Background: an optimization exercise with open tools, aiming at small area. Do not read the settings as production practice.
Only simulation tests tie the RTL to the original design; equivalence was not proved.
No activity file was given, so power comes from the tool's default toggle rates.

// digital_voting_system_top
module digital_voting_system_top (
    input wire master_clk,
    input wire reset,
    input wire [7:0] voter_id_input,
    input wire [3:0] candidate_selection,
    input wire submit_vote,
    input wire authenticate_voter,
    input wire display_results_request,
    input wire system_enable,
    output wire [7:0] system_status,
    output wire [7:0] current_voter_id,
    output wire [3:0] current_candidate,
    output wire vote_accepted,
    output wire vote_rejected,
    output wire system_ready,
    output wire [15:0] total_votes_cast,
    output wire [3:0] winning_candidate_id,
    output wire [15:0] winning_candidate_votes,
    output wire results_available,
    output wire [7:0] error_code
);
For scale: ~6500 um2 of cells after synthesis.
==> flow/config.mk <==
export PLATFORM = sky130hd
export DESIGN_NAME = digital_voting_system_top
export DESIGN_NICKNAME = digital_voting_system_top
export VERILOG_FILES = /design/flow/design.v
export SDC_FILE = /design/flow/constraint.sdc
export NUM_CORES = 4
export LEC_CHECK = 0
export CAP_MARGIN = 20
export CORE_MARGIN = 2
export CORE_UTILIZATION = 40
export SLEW_MARGIN = 20
==> flow/constraint.sdc <==
create_clock -name core_clock -period 7.0 [get_ports {master_clk}]
set_input_delay 1.4000 -clock core_clock [delete_from_list [all_inputs] [get_ports {master_clk}]]
set_output_delay 1.4000 -clock core_clock [all_outputs]
set_load 0.01 [all_outputs]
standard.sh (not shown) runs the stock make flow with config.mk's settings and CLKGATE_MAP_FILE= SYNTH_SCRIPT=/design/flow/synth_recipe.tcl, a recipe that flattens the netlist after the stock synthesis.
==> flow/flow/run.sh <==
#!/bin/bash
# Own layout flow: the standard synthesis, then an area-oriented re-mapping of
# the combinational logic (flip-flops, half adders and tie cells are kept as
# the standard synthesis made them), then the standard ORFS layout steps with
# small port buffers and a clock tree without dummy loads.
set -euo pipefail
W=$(pwd)
F=$W/flow
R=$W/orfs/results/${FLOW_PLATFORM}/digital_voting_system_top/base
LIB=$FLOW_HOME/platforms/${FLOW_PLATFORM}/lib/sky130_fd_sc_hd__tt_025C_1v80.lib

bash standard.sh synth > $W/synth.log 2>&1

cp $R/1_2_yosys.v $W/standard_1_2_yosys.v
REMAP_LIB=$LIB REMAP_TOP=$FLOW_TOP REMAP_IN=$W/standard_1_2_yosys.v \
REMAP_OUT=$W/remap.v REMAP_ABC=$F/abc_area.script \
    yosys -c $F/remap.tcl > $W/remap.log 2>&1
cp $W/remap.v $R/1_2_yosys.v
rm -f $R/1_synth.odb $R/1_synth.sdc

export BUFFER_PORTS_ARGS="-buffer_cell sky130_fd_sc_hd__buf_1"
export CTS_ARGS="-sink_clustering_enable -repair_clock_nets -dont_use_dummy_load -buf_list {sky130_fd_sc_hd__clkbuf_8} -root_buf sky130_fd_sc_hd__clkbuf_8 -sink_clustering_size 40 -sink_clustering_max_diameter 200"
bash standard.sh > $W/layout.log 2>&1
==> flow/flow/abc_area.script <==
strash
dch
map -D 5000
topo
stime -c
buffer -c
upsize -c -D 5000
dnsize -c -D 5000
==> flow/flow/remap.tcl <==
yosys -import
set lib $::env(REMAP_LIB)
set top $::env(REMAP_TOP)
read_liberty -wb -ignore_miss_func $lib
read_verilog $::env(REMAP_IN)
hierarchy -top $top
# keep sequential cells, adders and ties as they are
setattr -mod -set keep_hierarchy 1 =sky130_fd_sc_hd__df* =sky130_fd_sc_hd__ha_* =sky130_fd_sc_hd__fa_* =sky130_fd_sc_hd__conb_*
flatten -wb
opt_clean -purge
tee -o $::env(REMAP_OUT).pre.stat stat -liberty $lib
abc -script $::env(REMAP_ABC) -liberty $lib -dont_use sky130_fd_sc_hd__probe_p_8 -dont_use sky130_fd_sc_hd__probec_p_8 -dont_use sky130_fd_sc_hd__lpflow_*
opt_clean -purge
hilomap -singleton -hicell sky130_fd_sc_hd__conb_1 HI -locell sky130_fd_sc_hd__conb_1 LO
splitnets
opt_clean -purge
tee -o $::env(REMAP_OUT).stat stat -liberty $lib
select -module $top
write_verilog -noattr -noexpr -nohex -nodec -selected $::env(REMAP_OUT)
Rerun with:
--- a/flow/flow/run.sh
+++ b/flow/flow/run.sh
@@ -20,4 +20,4 @@
 
 export BUFFER_PORTS_ARGS="-buffer_cell sky130_fd_sc_hd__buf_1"
-export CTS_ARGS="-sink_clustering_enable -repair_clock_nets -dont_use_dummy_load -buf_list {sky130_fd_sc_hd__clkbuf_8} -root_buf sky130_fd_sc_hd__clkbuf_8 -sink_clustering_size 40 -sink_clustering_max_diameter 200"
+export CTS_ARGS="-sink_clustering_enable -repair_clock_nets -dont_use_dummy_load"
 bash standard.sh > $W/layout.log 2>&1
CTS_BUF_LIST = sky130_fd_sc_hd__clkbuf_4 sky130_fd_sc_hd__clkbuf_8   (was default)
The new run finished clean; die area stays the same; sequential cell count does not change; design area goes up by 2.6%; non-clock buffer count stays the same; critical path depth does not change; sequential power is about the same; clock-buffer cell count does not change; first-iteration DRC count shrinks by 23%; clock power rises by about 50%; worst setup slack gains 0.025 ns; power came out higher by 16%.
Rerun with:
--- a/flow/flow/run.sh
+++ b/flow/flow/run.sh
@@ -20,4 +20,4 @@
 
 export BUFFER_PORTS_ARGS="-buffer_cell sky130_fd_sc_hd__buf_1"
-export CTS_ARGS="-sink_clustering_enable -repair_clock_nets -dont_use_dummy_load"
+export CTS_ARGS="-sink_clustering_enable -repair_clock_nets -dont_use_dummy_load -buf_list {sky130_fd_sc_hd__clkbuf_4} -root_buf sky130_fd_sc_hd__clkbuf_8"
 bash standard.sh > $W/layout.log 2>&1
CTS_BUF_LIST = default   (was sky130_fd_sc_hd__clkbuf_4 sky130_fd_sc_hd__clkbuf_8)
- critical path depth is unchanged
- combinational power barely changes
- clock power falls by 50%
- utilization is lower by 1.8 points
- area after synthesis is unchanged
- cell count does not change
Rerun with:
--- a/flow/flow/run.sh
+++ b/flow/flow/run.sh
@@ -20,4 +20,4 @@
 
 export BUFFER_PORTS_ARGS="-buffer_cell sky130_fd_sc_hd__buf_1"
-export CTS_ARGS="-sink_clustering_enable -repair_clock_nets -dont_use_dummy_load -buf_list {sky130_fd_sc_hd__clkbuf_4} -root_buf sky130_fd_sc_hd__clkbuf_8"
+export CTS_ARGS="-sink_clustering_enable -repair_clock_nets -dont_use_dummy_load -buf_list {sky130_fd_sc_hd__clkbuf_2 sky130_fd_sc_hd__clkbuf_4} -root_buf sky130_fd_sc_hd__clkbuf_4 -sink_clustering_size 20"
 bash standard.sh > $W/layout.log 2>&1
Outcome: The changed run passed the timing, DRC and antenna checks; hold slack barely changes; wire length rises slightly; final area stays flat; via count went up slightly; fmax came out higher slightly; worst setup slack gets better by 0.019 ns; clock-buffer cell count is unchanged.
Rerun with:
--- a/flow/flow/run.sh
+++ b/flow/flow/run.sh
@@ -20,4 +20,4 @@
 
 export BUFFER_PORTS_ARGS="-buffer_cell sky130_fd_sc_hd__buf_1"
-export CTS_ARGS="-sink_clustering_enable -repair_clock_nets -dont_use_dummy_load -buf_list {sky130_fd_sc_hd__clkbuf_2 sky130_fd_sc_hd__clkbuf_4} -root_buf sky130_fd_sc_hd__clkbuf_4 -sink_clustering_size 20"
+export CTS_ARGS="-sink_clustering_enable -repair_clock_nets -dont_use_dummy_load -buf_list {sky130_fd_sc_hd__clkbuf_4 sky130_fd_sc_hd__clkbuf_8} -root_buf sky130_fd_sc_hd__clkbuf_8"
 bash standard.sh > $W/layout.log 2>&1
Effect:
- non-clock buffer count is unchanged
- die area does not change
- flip-flop and latch count is unchanged
- wire length hardly moves
- synthesized cell count is unchanged
- via count barely changes
- power is higher by a little under a tenth
- setup slack loses 0.0051 ns
- area after synthesis stays the same

[static timing again, ports no longer ideal]
How much do the figures lean on ideal ports? The routed layouts below were timed once more, with nothing changed but the port constraints.
Step 1 assumes that a clkbuf_16 drives the clock port and a buf_2 every other input.
Step 2 adds t to the input delays and takes it off the output delays; t is the mean of the earliest and latest rising clock arrival at the registers after step 1. Input paths then give back, and output paths get back, about the clock's delay inside the block.
Slacks: ideal ports / drivers / drivers and shift; pairs: ideal ports / drivers.
run | shift t [ns] | setup slack, ns | pins driven straight from the clock port
the first run | 0.456 | 2.217 / 2.217 / 2.193 | 1
the second run | 0.453 | 2.242 / 2.242 / 2.192 | 1
the third run | 0.435 | 2.203 / 2.203 / 2.203 | 1
the fourth run | 0.540 | 2.222 / 2.222 / 2.202 | 1
the fifth run | 0.456 | 2.217 / 2.217 / 2.193 | 1
After both steps every run listed still meets setup and hold. The setup slack of the second run, which loses most, moves by 0.000 ns with the drivers and by -0.050 ns with both steps.
